From an optimization exercise on the open Yosys and OpenROAD flow, aimed at small area and a short achievable clock period; shortcuts taken in it are not production practice. The RTL was checked by simulation tests, not by an equivalence proof against the original design. Power is estimated from default activity; no workload was simulated.

## alu_top
module alu_top(
    input             clk,
    input      [31:0] a,
    input      [31:0] b,
    input      [3:0]  opcode,
    input             cin,
    input             bin,
    input             en,
    output reg [31:0] sum,
    output reg [31:0] diff,
    output reg [31:0] result,
    output reg        cout,
    output reg        bout,
    output            zero,
    output            sign,
    output reg        carry,
    output reg        overflow,
    output            parity
);
  reg [31:0] a_q, b_q;
  reg [3:0]  op_q;
  reg        cin_q, bin_q, en_q;
  reg [11:0] rk_q;
  reg [11:0] qk_q;
  wire h1 = ~b[31];
  wire h2 = h1 & ~b[30];
  wire h3 = h2 & ~b[29];
  wire h4 = h3 & ~b[28];
  wire h5 = h4 & ~b[27];
  wire h6 = h5 & ~b[26];
  wire h7 = h6 & ~b[25];
  wire h8 = h7 & ~b[24];
  wire h9 = h8 & ~b[23];
  wire h10 = h9 & ~b[22];
  wire h11 = h10 & ~b[21];
  wire h12 = h11 & ~b[20];
  wire h13 = h12 & ~b[19];
  wire h14 = h13 & ~b[18];
  wire h15 = h14 & ~b[17];
  wire h16 = h15 & ~b[16];
  wire h17 = h16 & ~b[15];
  wire h18 = h17 & ~b[14];
  wire h19 = h18 & ~b[13];
  wire h20 = h19 & ~b[12];
  wire h21 = h20 & ~b[11];
  wire h22 = h21 & ~b[10];
  wire h23 = h22 & ~b[9];
  wire h24 = h23 & ~b[8];
  wire h25 = h24 & ~b[7];
  wire h26 = h25 & ~b[6];
  wire h27 = h26 & ~b[5];
  wire h28 = h27 & ~b[4];
  wire h29 = h28 & ~b[3];
  wire h30 = h29 & ~b[2];
  wire h31 = h30 & ~b[1];
  wire mp32 = opcode == 4'd9;
  wire nm33 = ~mp32;
  wire nbd34 = ~b[0] & nm33;
  wire nbd35 = ~b[1] & nm33;
  wire nbd36 = ~b[2] & nm33;
  wire nbd37 = ~b[3] & nm33;
  wire nbd38 = ~b[4] & nm33;
  wire nbd39 = ~b[5] & nm33;
  wire nbd40 = ~b[6] & nm33;
  wire nbd41 = ~b[7] & nm33;
  wire nbd42 = ~b[8] & nm33;
  wire nbd43 = ~b[9] & nm33;
  wire nbd44 = ~b[10] & nm33;
  wire nbd45 = ~b[11] & nm33;
  ...
export LEC_CHECK = 0
export ABC_AREA = 1
export CAP_MARGIN = 20
export CORE_MARGIN = 2
export CORE_UTILIZATION = 55
export PLACE_DENSITY = 0.7
export SLEW_MARGIN = 20
create_clock -name core_clock -period 125.0 [get_ports {clk}]
standard.sh (not shown) runs the stock make flow with config.mk's settings and CLKGATE_MAP_FILE= SYNTH_SCRIPT=/design/flow/synth_recipe.tcl, a recipe that flattens the netlist after the stock synthesis.
==> flow/flow/run.sh <==
#!/bin/bash
# The standard layout (the standard.sh), except that up to clock-tree synthesis
# repair_timing aims for SETUP_SLACK_MARGIN ns of setup slack instead of 0, so it sizes the
# long divider paths even though they meet the 125 ns clock. Routing and the rest run as in
# the standard flow.
set -euo pipefail
bash standard.sh SETUP_SLACK_MARGIN=86 cts > orfs_make_cts.log 2>&1
bash standard.sh finish > orfs_make_finish.log 2>&1
Then changed:
==> flow/flow/run.sh (replaced) <==
#!/bin/bash
# The standard layout (the standard.sh), except that repair_timing aims for extra setup
# slack (SETUP_SLACK_MARGIN ns instead of 0): 80 ns up to clock-tree synthesis and 72 ns after
# global routing, so it sizes the long divider paths even though they meet the 125 ns clock.
set -euo pipefail
bash standard.sh SETUP_SLACK_MARGIN=80 cts > orfs_make_cts.log 2>&1
bash standard.sh SETUP_SLACK_MARGIN=72 grt > orfs_make_grt.log 2>&1
bash standard.sh finish > orfs_make_finish.log 2>&1
The changed run completed with no timing, DRC or antenna violations.
Count of clock-buffer cells in the layout is unchanged.
Setup slack got worse by 1100 ps.
Non-clock buffer count drops by 280.
Combinational power decreases by 19%.
Cell count drops by 4.1%.
Cell area drops by about 10%.
Power came out lower by about 16%.
Sequential share of layout area rises by 0.86 points.

========
Starting RTL as in the previous note.
// alu_top
module alu_top(
    input             clk,
    input      [31:0] a,
    input      [31:0] b,
    input      [3:0]  opcode,
    input             cin,
    input             bin,
    input             en,
    output reg [31:0] sum,
    output reg [31:0] diff,
    output reg [31:0] result,
    output reg        cout,
    output reg        bout,
    output            zero,
    output            sign,
    output reg        carry,
    output reg        overflow,
    output            parity
);
  reg [31:0] a_q, b_q;
  reg [3:0]  op_q;
  reg        cin_q, bin_q, en_q;
  reg [11:0] rk_q;
  reg [11:0] qk_q;
  wire h1 = ~b[31];
  wire h2 = h1 & ~b[30];
  wire h3 = h2 & ~b[29];
  wire h4 = h3 & ~b[28];
  wire h5 = h4 & ~b[27];
  wire h6 = h5 & ~b[26];
  wire h7 = h6 & ~b[25];
  wire h8 = h7 & ~b[24];
  wire h9 = h8 & ~b[23];
  wire h10 = h9 & ~b[22];
  wire h11 = h10 & ~b[21];
  wire h12 = h11 & ~b[20];
  wire h13 = h12 & ~b[19];
  wire h14 = h13 & ~b[18];
  wire h15 = h14 & ~b[17];
  wire h16 = h15 & ~b[16];
  ...
export LEC_CHECK = 0
export ABC_AREA = 1
export CAP_MARGIN = 20
export CORE_MARGIN = 2
export CORE_UTILIZATION = 55
export PLACE_DENSITY = 0.7
export SLEW_MARGIN = 20
create_clock -name core_clock -period 125.0 [get_ports {clk}]
==> flow/flow/run.sh <==
#!/bin/bash
# The standard layout (the standard.sh), except that up to clock-tree synthesis
# repair_timing aims for SETUP_SLACK_MARGIN ns of setup slack instead of 0, so it sizes the
# long divider paths even though they meet the 125 ns clock. Routing and the rest run as in
# the standard flow.
set -euo pipefail
bash standard.sh SETUP_SLACK_MARGIN=81 cts > orfs_make_cts.log 2>&1
bash standard.sh finish > orfs_make_finish.log 2>&1
The first run finished clean.
Rerun with:
--- a/flow/flow/run.sh
+++ b/flow/flow/run.sh
@@ -6,3 +6,3 @@
 set -euo pipefail
-bash standard.sh SETUP_SLACK_MARGIN=81 cts > orfs_make_cts.log 2>&1
+bash standard.sh SETUP_SLACK_MARGIN=78 cts > orfs_make_cts.log 2>&1
 bash standard.sh finish > orfs_make_finish.log 2>&1
Settings changed: CORE_UTILIZATION 55 to 65, PLACE_DENSITY 0.7 to 0.8.
Outcome: Setup slack loses 2900 ps. Final cell count goes down by a few percent. Routed wire length goes down by a little under a tenth. Via count goes down by a few percent. Combinational power goes down by a little under a tenth. Worst hold slack loses 74 ps. Clock-buffer cell count does not change. Core utilization goes up by 5.7 points.

what the ideal ports hide:
The flow's constraints put no driver on any port. The routed layouts listed below were extracted and timed again, unchanged, in two steps. Step 1, drivers: a clkbuf_16 drives clk and a buf_2 each remaining input, both assumed. Step 2 moves the port delays by t, midway between the first and last clock arrival at a register: inputs arrive t later, outputs are due t later. That takes back most of the time a late clock gives input paths. a / b / c = ideal / step 1 / step 2; a / b = the first two.
run | shift t [ns] | setup WS [ns] | worst hold slack (ns) | clock arrival spread, ns | worst slew at a driven data input, ns
the first run of note 1 | 0.514 | 79.835 / 79.846 / 79.332 | 0.569 / 0.569 / 0.569 | 0.023 / 0.022 | 0.05
the second run of note 1 | 0.518 | 78.730 / 78.730 / 78.701 | 0.600 / 0.600 / 0.600 | 0.017 / 0.018 | 0.05
the first run of note 2 | 0.506 | 79.471 / 79.496 / 78.990 | 0.583 / 0.583 / 0.583 | 0.018 / 0.017 | 0.06
the second run of note 2 | 0.512 | 76.585 / 76.585 / 76.585 | 0.509 / 0.509 / 0.509 | 0.020 / 0.019 | 0.06
After both steps every run listed still meets setup and hold. The setup slack of the first run of note 1, which loses most, moves by +0.011 ns with the drivers and by -0.503 ns with both steps.
